Context: an optimization exercise on an open-source flow, tuned for small area. The choices shown serve that exercise and are no tape-out recipe.
Only simulation tests tie the RTL to the original design; equivalence was not proved.
The clock input has no modelled driver; a real chip could not lean on it and would need a root buffer or a full tree.
Power figures rest on the tool's default switching activity, not on a simulated workload.

## v35
## top
module top (
    input clk,              
    input rst,              
    input [2:0] buttons,    
    input sw_left,          
    input sw_right,         
    output [6:0] segments,  
    output [7:0] anodes     
);
    reg a_d, b_d, c_d;
    always @(posedge clk) begin
        a_d <= buttons[0];
        b_d <= buttons[1];
        c_d <= buttons[2];
    end
    reg coinc, coinc_prev, cp, cp_d;
    always @(posedge clk) begin
        coinc_prev <= coinc;
        if (rst) begin
            coinc <= 1'b0; cp <= 1'b0; cp_d <= 1'b0;
        end else begin
            coinc <= a_d & b_d; cp <= coinc & ~coinc_prev; cp_d <= cp;
        end
    end
    wire en;
    m_susp u_susp (.clk(clk), .rst(rst), .cp(cp), .en(en));
    wire inc_a, inc_b;
    m_edge u_edge (.clk(clk), .rst(rst), .en(en), .a_d(a_d), .b_d(b_d), .inc_a(inc_a), .inc_b(inc_b));
    wire [15:0] digits_a, digits_b, digits_c;
    m_cnt u_cnta (.clk(clk), .rst(rst), .inc(inc_a), .q(digits_a));
    m_cnt u_cntb (.clk(clk), .rst(rst), .inc(inc_b), .q(digits_b));
    m_cnt u_cntc (.clk(clk), .rst(rst), .inc(cp_d), .q(digits_c));
    wire [10:0] digits_d;
    m_tdc u_tdc (.clk(clk), .rst(rst), .cp(cp), .c_d(c_d), .q(digits_d));
    wire [2:0] cur;
    m_scan u_scan (.clk(clk), .rst(rst), .cur(cur));
    m_disp u_disp (.sw_left(sw_left), .sw_right(sw_right), .cur(cur), .da(digits_a), .db(digits_b),
                   .dc(digits_c), .dd(digits_d), .segments(segments), .anodes(anodes));
endmodule
For scale: roughly 450 cells after synthesis, about 4000 um2 of cells after synthesis.
Settings: LEC_CHECK=0, CAP_MARGIN=20, CORE_MARGIN=2, CORE_UTILIZATION=72, GPL_TIMING_DRIVEN=0, SLEW_MARGIN=20; clock period 20.0 ns.
standard.sh (not shown) runs the stock make flow with config.mk's settings and CLKGATE_MAP_FILE= SYNTH_SCRIPT=/design/flow/synth_recipe.tcl, a recipe that flattens the netlist after the stock synthesis.
==> flow/flow/run.sh <==
#!/bin/bash
# Own flow: the standard layout with
# - area-oriented ABC scripts in synthesis (synth.tcl),
# - buf_1 port buffers (buf_4 for the reset, flow/rstbuf.tcl),
# - no buffers above buf_4 for the resizer to insert (the platform's don't-use cells stay don't-use),
# - the clock buffered by flow/clkbuf.tcl (one clock buffer per group of nearby flip-flops)
#   instead of TritonCTS.
set -euo pipefail
export FLOW_SYNTH_TCL="$PWD/synth_recipe.tcl"
export CLK_GROUPS=4
export CLK_GROUP_CELL=sky130_fd_sc_hd__clkbuf_16
PLATFORM_DONT_USE="sky130_fd_sc_hd__probe_p_8 sky130_fd_sc_hd__probec_p_8 sky130_fd_sc_hd__lpflow_bleeder_1 sky130_fd_sc_hd__lpflow_clkbufkapwr_1 sky130_fd_sc_hd__lpflow_clkbufkapwr_16 sky130_fd_sc_hd__lpflow_clkbufkapwr_2 sky130_fd_sc_hd__lpflow_clkbufkapwr_4 sky130_fd_sc_hd__lpflow_clkbufkapwr_8 sky130_fd_sc_hd__lpflow_clkinvkapwr_1 sky130_fd_sc_hd__lpflow_clkinvkapwr_16 sky130_fd_sc_hd__lpflow_clkinvkapwr_2 sky130_fd_sc_hd__lpflow_clkinvkapwr_4 sky130_fd_sc_hd__lpflow_clkinvkapwr_8 sky130_fd_sc_hd__lpflow_decapkapwr_12 sky130_fd_sc_hd__lpflow_decapkapwr_3 sky130_fd_sc_hd__lpflow_decapkapwr_4 sky130_fd_sc_hd__lpflow_decapkapwr_6 sky130_fd_sc_hd__lpflow_decapkapwr_8 sky130_fd_sc_hd__lpflow_inputiso0n_1 sky130_fd_sc_hd__lpflow_inputiso0p_1 sky130_fd_sc_hd__lpflow_inputiso1n_1 sky130_fd_sc_hd__lpflow_inputiso1p_1 sky130_fd_sc_hd__lpflow_inputisolatch_1 sky130_fd_sc_hd__lpflow_isobufsrc_1 sky130_fd_sc_hd__lpflow_isobufsrc_16 sky130_fd_sc_hd__lpflow_isobufsrc_2 sky130_fd_sc_hd__lpflow_isobufsrc_4 sky130_fd_sc_hd__lpflow_isobufsrc_8 sky130_fd_sc_hd__lpflow_isobufsrckapwr_16 sky130_fd_sc_hd__lpflow_lsbuf_lh_hl_isowell_tap_1 sky130_fd_sc_hd__lpflow_lsbuf_lh_hl_isowell_tap_2 sky130_fd_sc_hd__lpflow_lsbuf_lh_hl_isowell_tap_4 sky130_fd_sc_hd__lpflow_lsbuf_lh_isowell_4 sky130_fd_sc_hd__lpflow_lsbuf_lh_isowell_tap_1 sky130_fd_sc_hd__lpflow_lsbuf_lh_isowell_tap_2 sky130_fd_sc_hd__lpflow_lsbuf_lh_isowell_tap_4 "
EXTRA_DONT_USE="sky130_fd_sc_hd__buf_6 sky130_fd_sc_hd__buf_8 sky130_fd_sc_hd__buf_12 sky130_fd_sc_hd__buf_16 sky130_fd_sc_hd__bufbuf_8 sky130_fd_sc_hd__bufbuf_16 sky130_fd_sc_hd__bufinv_8 sky130_fd_sc_hd__bufinv_16"
bash standard.sh \
  "SYNTH_SCRIPT=$PWD/flow/synth.tcl" "ADDER_MAP_FILE=" \
  "DONT_USE_CELLS=$PLATFORM_DONT_USE $EXTRA_DONT_USE" \
  "BUFFER_PORTS_ARGS=-buffer_cell sky130_fd_sc_hd__buf_1" \
  "PRE_CTS_TCL=$PWD/flow/clkbuf.tcl" \
  "PRE_RESIZE_TCL=$PWD/flow/rstbuf.tcl" \
  finish > standard.log 2>&1
==> flow/flow/a10.abc <==
strash
&get -n
&st
&dch -f
&nf -p -R 1000 -E 100 -F 8 -A 8
&put
topo
==> flow/flow/a11.abc <==
strash
&get -n
&st
&dch
&nf -p -R 1000 -E 100 -F 8 -A 8
&put
topo
==> flow/flow/a12.abc <==
strash
&get -n
&st
&dch -f
&nf -p -R 1000 -E 80 -F 8 -A 8
&put
topo
Other scripts of this flow, unchanged in this note and not shown: flow/flow/a1.abc, flow/flow/a2.abc, flow/flow/a3.abc, flow/flow/a4.abc, flow/flow/a5.abc, flow/flow/a6.abc, flow/flow/a7.abc, flow/flow/a8.abc, flow/flow/a9.abc, flow/flow/clkbuf.tcl, flow/flow/rstbuf.tcl, flow/flow/synth.tcl
Input changes introduced in v28 (baseline for comparison: v35):
removed: flow/flow/a10.abc
removed: flow/flow/a11.abc
removed: flow/flow/a12.abc
### Flow results
The core of v28 is more densely filled than that of v35. Comparing v35 against v28, there is no change at all in global-route congestion overflow total. Biggest cell delay along the critical path was lower in the run labelled v28. In terms of clock-net power, v28 and v35 differ only marginally. The higher netlist area before placement of v35 and v28 is in v28. v35 and v28 ended up with roughly the same total power.
In every run of this note, the design's own scripts or RTL, not TritonCTS, make the clock network.

---

Another version of the RTL of top (not shown whole).
For scale: about 510 cells after synthesis, roughly 110 flip-flops, roughly 22 I/O pins.
Settings: LEC_CHECK=0, CAP_MARGIN=20, CORE_MARGIN=2, CORE_UTILIZATION=40, SLEW_MARGIN=20; clock period 20.0 ns.
run.sh (not shown) runs the stock make flow with config.mk's settings and CLKGATE_MAP_FILE= SYNTH_SCRIPT=/design/flow/synth_recipe.tcl, a recipe that flattens the netlist after the stock synthesis.
Stock flow here: none of the scripts above is used.
The starting point passed the timing, DRC and antenna checks.
Rerun with:
Settings changed: CTS_BUF_LIST set to sky130_fd_sc_hd__clkbuf_8, CTS_CLUSTER_SIZE set to 20.
=> Routed wire length is about the same. Total power went down by 10%. Hold slack is better by 4.4 ps. Worst setup slack gains 8.1 ps. Via count decreases by 0.74%.

---

top, a different RTL version from the one above (not shown whole).
For scale: about 470 cells after synthesis, roughly 110 flip-flops, roughly 22 I/O pins.
## top
module top (
    input clk,              
    input rst,              
    input [2:0] buttons,    
    input sw_left,          
    input sw_right,         
    output [6:0] segments,  
    output [7:0] anodes     
);
Settings: LEC_CHECK=0, CAP_MARGIN=20, CORE_MARGIN=2, CORE_UTILIZATION=40, GPL_TIMING_DRIVEN=0, SLEW_MARGIN=20; clock period 20.0 ns.
standard.sh (not shown) runs the stock make flow with config.mk's settings and CLKGATE_MAP_FILE= SYNTH_SCRIPT=/design/flow/synth_recipe.tcl, a recipe that flattens the netlist after the stock synthesis.
==> flow/flow/run.sh <==
#!/bin/bash
# Own flow: the standard layout with an area-oriented ABC script in synthesis,
# buf_1 port buffers and a clock tree without dummy loads.
set -euo pipefail
export FLOW_SYNTH_TCL="$PWD/synth_recipe.tcl"
bash standard.sh \
  "SYNTH_SCRIPT=$PWD/flow/synth.tcl" "ADDER_MAP_FILE=" \
  "BUFFER_PORTS_ARGS=-buffer_cell sky130_fd_sc_hd__buf_1" \
  "CTS_ARGS=-sink_clustering_enable -repair_clock_nets -dont_use_dummy_load -buf_list sky130_fd_sc_hd__clkbuf_8 -sink_clustering_size 20" \
  finish > standard.log 2>&1
==> flow/flow/area.abc <==
&get -n
&st
&dch -f
&nf -p -R 1000
&put
&get -n
&st
&dch -f
&nf -p -R 1000
&put
topo
==> flow/flow/synth.tcl <==
# The standard synthesis (synth_recipe.tcl) with ABC run on an area-oriented script.
# Registers are mapped before ABC runs, so they come out as in the standard synthesis.
set area_script [file join [file dirname [info script]] area.abc]
proc abc {args} {
  global area_script
  set i [lsearch -exact $args -script]
  if { $i >= 0 } {
    set args [lreplace $args [expr {$i + 1}] [expr {$i + 1}] $area_script]
  }
  yosys abc {*}$args
}
source $::env(FLOW_SYNTH_TCL)
The starting point passed the timing, DRC and antenna checks.
Change:
--- a/flow/flow/run.sh
+++ b/flow/flow/run.sh
@@ -9 +9 @@
-  "CTS_ARGS=-sink_clustering_enable -repair_clock_nets -dont_use_dummy_load -buf_list sky130_fd_sc_hd__clkbuf_8 -sink_clustering_size 20" \
+  "CTS_ARGS=-sink_clustering_enable -repair_clock_nets -dont_use_dummy_load -buf_list {sky130_fd_sc_hd__clkbuf_4 sky130_fd_sc_hd__clkbuf_8} -root_buf sky130_fd_sc_hd__clkbuf_8 -sink_clustering_size 10" \
==> flow/flow/area.abc (replaced) <==
strash
dch -f
amap
topo
Settings changed: CORE_UTILIZATION 40 to 65, GPL_TIMING_DRIVEN 0 to default.
Sequential power stays flat.
Combinational power barely changes.
Final area fell by 1.7%.
Via count grows by 4.9%.
Clock-buffer cell count does not change.
Flip-flop and latch count does not change.
Critical path depth does not change.
Die area shrinks by 37%.
Worst setup slack got worse by 0.088 ns.
Total power is about the same.
Area after synthesis rose by 0.46%.
Change:
--- a/flow/flow/run.sh
+++ b/flow/flow/run.sh
@@ -9 +9 @@
-  "CTS_ARGS=-sink_clustering_enable -repair_clock_nets -dont_use_dummy_load -buf_list {sky130_fd_sc_hd__clkbuf_4 sky130_fd_sc_hd__clkbuf_8} -root_buf sky130_fd_sc_hd__clkbuf_8 -sink_clustering_size 10" \
+  "CTS_ARGS=-sink_clustering_enable -repair_clock_nets -dont_use_dummy_load -buf_list sky130_fd_sc_hd__clkbuf_8 -sink_clustering_size 30" \
Settings changed: CORE_UTILIZATION 65 to 40.
Routed wire length climbs by 1.1%.
Worst hold slack is worse by 0.012 ns.
Clock power hardly moves.
Flip-flop and latch count stays the same.
Sequential power hardly moves.
Register-to-register slack degrades by 0.04 ns.
Total power barely changes.
Change:
--- a/flow/flow/run.sh
+++ b/flow/flow/run.sh
@@ -9 +9 @@
-  "CTS_ARGS=-sink_clustering_enable -repair_clock_nets -dont_use_dummy_load -buf_list sky130_fd_sc_hd__clkbuf_8 -sink_clustering_size 30" \
+  "CTS_ARGS=-sink_clustering_enable -repair_clock_nets -dont_use_dummy_load -buf_list sky130_fd_sc_hd__clkbuf_4" \
==> flow/flow/area.abc (replaced) <==
&get -n
&st
&dch -f
&nf -p -R 1000
&put
&get -n
&st
&dch -f
&nf -p -R 1000
&put
topo
Settings changed: CORE_UTILIZATION 40 to 85, GPL_TIMING_DRIVEN from default to 0.
What happened: The changed run never finished: it broke off in 3_3_place_gp (GPL-0301); area after synthesis goes down by 0.46%; synthesized cell count goes down by 6.6%.
Change:
--- a/flow/flow/run.sh
+++ b/flow/flow/run.sh
@@ -9 +9 @@
-  "CTS_ARGS=-sink_clustering_enable -repair_clock_nets -dont_use_dummy_load -buf_list sky130_fd_sc_hd__clkbuf_4" \
+  "CTS_ARGS=-sink_clustering_enable -repair_clock_nets -dont_use_dummy_load -buf_list sky130_fd_sc_hd__clkbuf_8 -sink_clustering_size 20" \
==> flow/flow/area.abc (replaced) <==
strash
dch -f
amap
topo
Settings changed: CAP_MARGIN 20 to 0, CORE_UTILIZATION 85 to 40, GPL_TIMING_DRIVEN 0 to default, SLEW_MARGIN 20 to 0.
After rerunning: Now the flow passed the timing, DRC and antenna checks. Synthesized cell count grows by 7.1%. Synthesized area went up by 0.46%.
Change:
Settings changed: CAP_MARGIN 0 to 20, SLEW_MARGIN 0 to 20.
Result: Non-clock buffer count does not change; power does not change; final area does not change; sequential cell count is unchanged; final cell count stays the same; die area stays the same; synthesized area does not change; worst setup slack stays the same; critical path depth does not change; fmax is unchanged.

-- re-timing with driven ports --
In the flow no input, the clock included, has a driving cell. The finished layouts below were timed again as built, in two steps. Step 1, drivers: a clkbuf_16 drives clk and a buf_2 each remaining input, both assumed. Step 2 times the ports against the registers' clock, not the clock port: input delays grow and output delays shrink by t, the midpoint of the rising clock arrivals with the driver on. a / b / c = ideal / step 1 / step 2; a / b = the first two.
run	t, ns	slack for setup (ns)	worst setup path after step 2
v35	0.230	10.120 / 10.098 / 10.098	input to output
v28	0.232	10.093 / 10.065 / 10.065	input to output
the first run of note 2	0.385	8.447 / 8.424 / 8.424	input to output
the second run of note 2	0.417	8.455 / 8.431 / 8.431	input to output
the first run of note 3	0.371	9.876 / 9.849 / 9.849	input to output
the second run of note 3	0.382	9.787 / 9.763 / 9.763	input to output
the third run of note 3	0.391	9.855 / 9.832 / 9.832	input to output
the fifth run of note 3	0.391	9.855 / 9.832 / 9.832	input to output
the sixth run of note 3	0.391	9.855 / 9.832 / 9.832	input to output
After both steps setup and hold are still met in every run listed. The setup slack of v28, which loses most, moves by -0.028 ns with the drivers and by -0.028 ns with both steps.
